What follows belongs to an exercise in optimizing a design on an open flow for small area and a short achievable clock period; a production flow would make more cautious choices.
The RTL was checked by simulation tests, not by an equivalence proof against the original design.

== the baseline ==
// test_dsp
module test_dsp #(parameter width_in1=26, parameter width_in2=14, parameter width_out=40) (
    input clk_i,
    input signed [width_in1:0] a_i,
    input signed [width_in2:0] b_i,
    input signed [width_out:0] pd_pattern1,
    output signed [width_out:0] c_o,
    output reg ones_o
);
Settings: LEC_CHECK=0, ABC_AREA=1, CAP_MARGIN=20, CORE_MARGIN=2, CORE_UTILIZATION=50, CTS_BUF_LIST=sky130_fd_sc_hd__clkbuf_8, CTS_CLUSTER_DIAMETER=71, CTS_CLUSTER_SIZE=12, SETUP_SLACK_MARGIN=3.4, SLEW_MARGIN=20; clock period 6.5 ns.
standard.sh (not shown) runs the stock make flow with config.mk's settings and CLKGATE_MAP_FILE= SYNTH_SCRIPT=/design/flow/synth_recipe.tcl, a recipe that flattens the netlist after the stock synthesis.
==> flow/flow/run.sh <==
#!/bin/bash
# Standard ORFS layout, with one extra step between synthesis and floorplan:
# flow/polarity.py removes the polarity inverters that Yosys's full-adder
# extraction leaves between adder cells (full adders are self-dual), and
# swaps gates for their complement cells where that saves an inverter.
# Before that, flow/cpafix.py splits the full adders Yosys made of the final
# adder's last step (sum and carry of s_i, c_i and the prefix carry) into
# xor2 + a21o, so the late prefix carry passes one gate.
# After it, flow/fapins.py puts each full adder's latest input on its
# fastest pin (CIN), and flow/fanout.py gives the high-fanout Booth digit signals an
# inverter-pair driver.
# Registers and ports are untouched.
set -euo pipefail
cd "$(dirname "$0")/.."
W=$(pwd)
R=$W/orfs/results/${FLOW_PLATFORM}/test_dsp/base
LIB=${FLOW_HOME}/platforms/${FLOW_PLATFORM}/lib/sky130_fd_sc_hd__tt_025C_1v80.lib
# port buffers: a real buffer cell (buffer_ports otherwise picks a delay cell)
export BUFFER_PORTS_ARGS="-buffer_cell sky130_fd_sc_hd__buf_2"
bash standard.sh synth > "$W/run_synth.log" 2>&1
cp "$R/1_2_yosys.v" "$W/1_2_yosys.standard.v"
python3 flow/cpafix.py "$W/1_2_yosys.standard.v" "$W/1_2_yosys.cpafix.v" > "$W/run_cpafix.log" 2>&1
python3 flow/polarity.py "$LIB" "$W/1_2_yosys.cpafix.v" "$W/1_2_yosys.polarity.v" > "$W/run_polarity.log" 2>&1
python3 flow/fapins.py "$W/1_2_yosys.polarity.v" "$W/1_2_yosys.fapins.v" > "$W/run_fapins.log" 2>&1
python3 flow/fanout.py 10 "$W/1_2_yosys.fapins.v" "$R/1_2_yosys.v" > "$W/run_fanout.log" 2>&1
rm -f "$R/1_synth.odb" "$R/1_synth.sdc"
bash standard.sh finish > "$W/run_layout.log" 2>&1
Other scripts of this flow, unchanged in this note and not shown: flow/flow/cpafix.py, flow/flow/fanout.py, flow/flow/fapins.py, flow/flow/polarity.py
Setup changes, the baseline to the candidate
Settings: SETUP_SLACK_MARGIN: 3.4 -> 3.45.
- Of the candidate and the baseline, the run reporting the lower global-route usage was the baseline.
- Wire length on met1 (the candidate vs. the baseline) decreases slightly

* * *

Another version of the RTL of test_dsp (not shown whole).
Size: roughly 130 I/O pins, ~0.016 mm2 of cells after synthesis.
==> flow/config.mk <==
export PLATFORM = sky130hd
export DESIGN_NAME = test_dsp
export DESIGN_NICKNAME = test_dsp
export VERILOG_FILES = /design/flow/design.v
export SDC_FILE = /design/flow/constraint.sdc
export NUM_CORES = 4
export LEC_CHECK = 0
export ABC_AREA = 1
export CAP_MARGIN = 20
export CORE_MARGIN = 2
export CORE_UTILIZATION = 50
export CTS_BUF_LIST = sky130_fd_sc_hd__clkbuf_8
export CTS_CLUSTER_DIAMETER = 71
export CTS_CLUSTER_SIZE = 12
export SETUP_SLACK_MARGIN = 3.4
export SLEW_MARGIN = 20
==> flow/constraint.sdc <==
create_clock -name core_clock -period 6.5 [get_ports {clk_i}]
set_input_delay 1.3000 -clock core_clock [delete_from_list [all_inputs] [get_ports {clk_i}]]
set_output_delay 1.3000 -clock core_clock [all_outputs]
set_load 0.01 [all_outputs]
==> flow/flow/run.sh <==
#!/bin/bash
# Standard ORFS layout, with one extra step between synthesis and floorplan:
# flow/polarity.py removes the polarity inverters that Yosys's full-adder
# extraction leaves between adder cells (full adders are self-dual), and
# swaps gates for their complement cells where that saves an inverter.
# Registers and ports are untouched.
set -euo pipefail
cd "$(dirname "$0")/.."
W=$(pwd)
R=$W/orfs/results/${FLOW_PLATFORM}/test_dsp/base
LIB=${FLOW_HOME}/platforms/${FLOW_PLATFORM}/lib/sky130_fd_sc_hd__tt_025C_1v80.lib
# port buffers: a real buffer cell (buffer_ports otherwise picks a delay cell)
export BUFFER_PORTS_ARGS="-buffer_cell sky130_fd_sc_hd__buf_1"
bash standard.sh synth > "$W/run_synth.log" 2>&1
cp "$R/1_2_yosys.v" "$W/1_2_yosys.standard.v"
python3 flow/polarity.py "$LIB" "$W/1_2_yosys.standard.v" "$R/1_2_yosys.v" > "$W/run_polarity.log" 2>&1
rm -f "$R/1_synth.odb" "$R/1_synth.sdc"
bash standard.sh finish > "$W/run_layout.log" 2>&1
Other scripts of this flow, unchanged in this note and not shown: flow/flow/polarity.py
Edit:
--- a/flow/flow/run.sh
+++ b/flow/flow/run.sh
@@ -12,3 +12,3 @@
 # port buffers: a real buffer cell (buffer_ports otherwise picks a delay cell)
-export BUFFER_PORTS_ARGS="-buffer_cell sky130_fd_sc_hd__buf_1"
+export BUFFER_PORTS_ARGS="-buffer_cell sky130_fd_sc_hd__buf_2"
 bash standard.sh synth > "$W/run_synth.log" 2>&1
The new run went through all stages and came out clean.
Sequential cell count stays the same.
First-iteration DRC count falls by 5.3%.
Maximum frequency decreases by 1.1%.
Cell area falls by 0.63%.
Synthesized cell count is unchanged.

* * *

build 56:
test_dsp, a different RTL version from the one above (not shown whole).
Size in the first run: ~1,700 cells after synthesis.
==> flow/config.mk <==
export PLATFORM = sky130hd
export DESIGN_NAME = test_dsp
export DESIGN_NICKNAME = test_dsp
export VERILOG_FILES = /design/flow/design.v
export SDC_FILE = /design/flow/constraint.sdc
export NUM_CORES = 4
export LEC_CHECK = 0
export ABC_AREA = 1
export CAP_MARGIN = 20
export CORE_MARGIN = 2
export CORE_UTILIZATION = 60
export SETUP_SLACK_MARGIN = 3.5
export SLEW_MARGIN = 20
==> flow/constraint.sdc <==
create_clock -name core_clock -period 6.5 [get_ports {clk_i}]
set_input_delay 1.3000 -clock core_clock [delete_from_list [all_inputs] [get_ports {clk_i}]]
set_output_delay 1.3000 -clock core_clock [all_outputs]
set_load 0.01 [all_outputs]
==> flow/flow/run.sh <==
#!/bin/bash
# Standard ORFS layout, with one extra step between synthesis and floorplan:
# flow/polarity.py removes the polarity inverters that Yosys's full-adder
# extraction leaves between adder cells (full adders are self-dual), and
# swaps gates for their complement cells where that saves an inverter.
# Registers and ports are untouched.
set -euo pipefail
cd "$(dirname "$0")/.."
W=$(pwd)
R=$W/orfs/results/${FLOW_PLATFORM}/test_dsp/base
LIB=${FLOW_HOME}/platforms/${FLOW_PLATFORM}/lib/sky130_fd_sc_hd__tt_025C_1v80.lib
# port buffers: a real buffer cell (buffer_ports otherwise picks a delay cell)
export BUFFER_PORTS_ARGS="-buffer_cell sky130_fd_sc_hd__buf_4"
bash standard.sh synth > "$W/run_synth.log" 2>&1
cp "$R/1_2_yosys.v" "$W/1_2_yosys.standard.v"
python3 flow/polarity.py "$LIB" "$W/1_2_yosys.standard.v" "$R/1_2_yosys.v" > "$W/run_polarity.log" 2>&1
rm -f "$R/1_synth.odb" "$R/1_synth.sdc"
bash standard.sh finish > "$W/run_layout.log" 2>&1
Other scripts of this flow, unchanged in this note and not shown: flow/flow/polarity.py
Edits applied to the flow inputs when going from build 56 to build 25:
- swapping 3.5 for 3.0 in SETUP_SLACK_MARGIN
Notes after the runs:
Build 25 ended with every stage complete and zero timing, DRC or antenna violations. Compared build 25 against build 56; fraction of area in clock buffers and inverters within noise. Delta(minimum clock period after layout, build 25 - build 56) > 0. Global-route wire length before repair ended up 5.2% lower on build 25 than on build 56.
Edits applied to the flow inputs when going from build 25 to build 18:
- removing ABC_AREA (formerly 1)
-- flow/flow/run.sh --
<<< build 25, line 11
LIB=${FLOW_HOME}/platforms/${FLOW_PLATFORM}/lib/sky130_fd_sc_hd__tt_025C_1v80.lib
# port buffers: a real buffer cell (buffer_ports otherwise picks a delay cell)
export BUFFER_PORTS_ARGS="-buffer_cell sky130_fd_sc_hd__buf_4"
bash standard.sh synth > "$W/run_synth.log" 2>&1
>>> build 18, line 11
LIB=${FLOW_HOME}/platforms/${FLOW_PLATFORM}/lib/sky130_fd_sc_hd__tt_025C_1v80.lib
bash standard.sh synth > "$W/run_synth.log" 2>&1
Findings:
- Build 18 against build 25: global router's overall resource usage dropped 0.80 points, utilization climbed 2.8 points, sequential share of layout area decreased by 0.87 points relative to the old numbers, via density per instance went up.
- Comparing build 18 and build 25, the lower fraction of met2 tracks used by global routing was measured on build 25.
- Build 18 has final critical path time including I/O delays and setup above what build 25 had.
- Measured against each other, build 18 and build 25 differ in effective utilization at floorplan, the lower figure coming from build 18.
- Share of the final layout cell area in multi-input gates down 0.67 points in build 18 wrt build 25

==> separate check: timing with driven ports <==
The flow's constraints put no driver on any port. The routed layouts listed below were extracted and timed again, unchanged, in two steps. Step 1 sets driving cells, clkbuf_16 on the clock port and buf_2 on the other inputs (assumed; they add their load-dependent delay and slew). Step 2 adds t to the input delays and takes it off the output delays; t is the mean of the earliest and latest rising clock arrival at the registers after step 1. Input paths then give back, and output paths get back, about the clock's delay inside the block. Three values: ideal ports, drivers, drivers and shift; two values: the first two.
| run | t, ns | slack for setup (ns) | slew at the worst register clock pin (ns) | cell pins on the clock port's net |
|---|---|---|---|---|
| the baseline | 0.585 | 3.469 / 3.424 / 2.839 | 0.09 / 0.09 | 1 |
| the candidate | 0.603 | 3.470 / 3.470 / 2.883 | 0.09 / 0.09 | 1 |
| the first run of note 2 | 0.621 | 3.431 / 3.438 / 2.835 | 0.09 / 0.09 | 1 |
| the second run of note 2 | 0.599 | 3.397 / 3.397 / 2.837 | 0.09 / 0.09 | 1 |
| build 56 | 0.600 | 3.350 / 3.197 / 2.597 | 0.07 / 0.07 | 1 |
| build 25 | 0.588 | 3.117 / 3.119 / 2.541 | 0.07 / 0.07 | 1 |
| build 18 | 0.597 | 2.778 / 2.778 / 2.471 | 0.06 / 0.06 | 1 |
After both steps setup and hold are still met in every run listed. The setup slack of build 56, which loses most, moves by -0.153 ns with the drivers and by -0.753 ns with both steps.
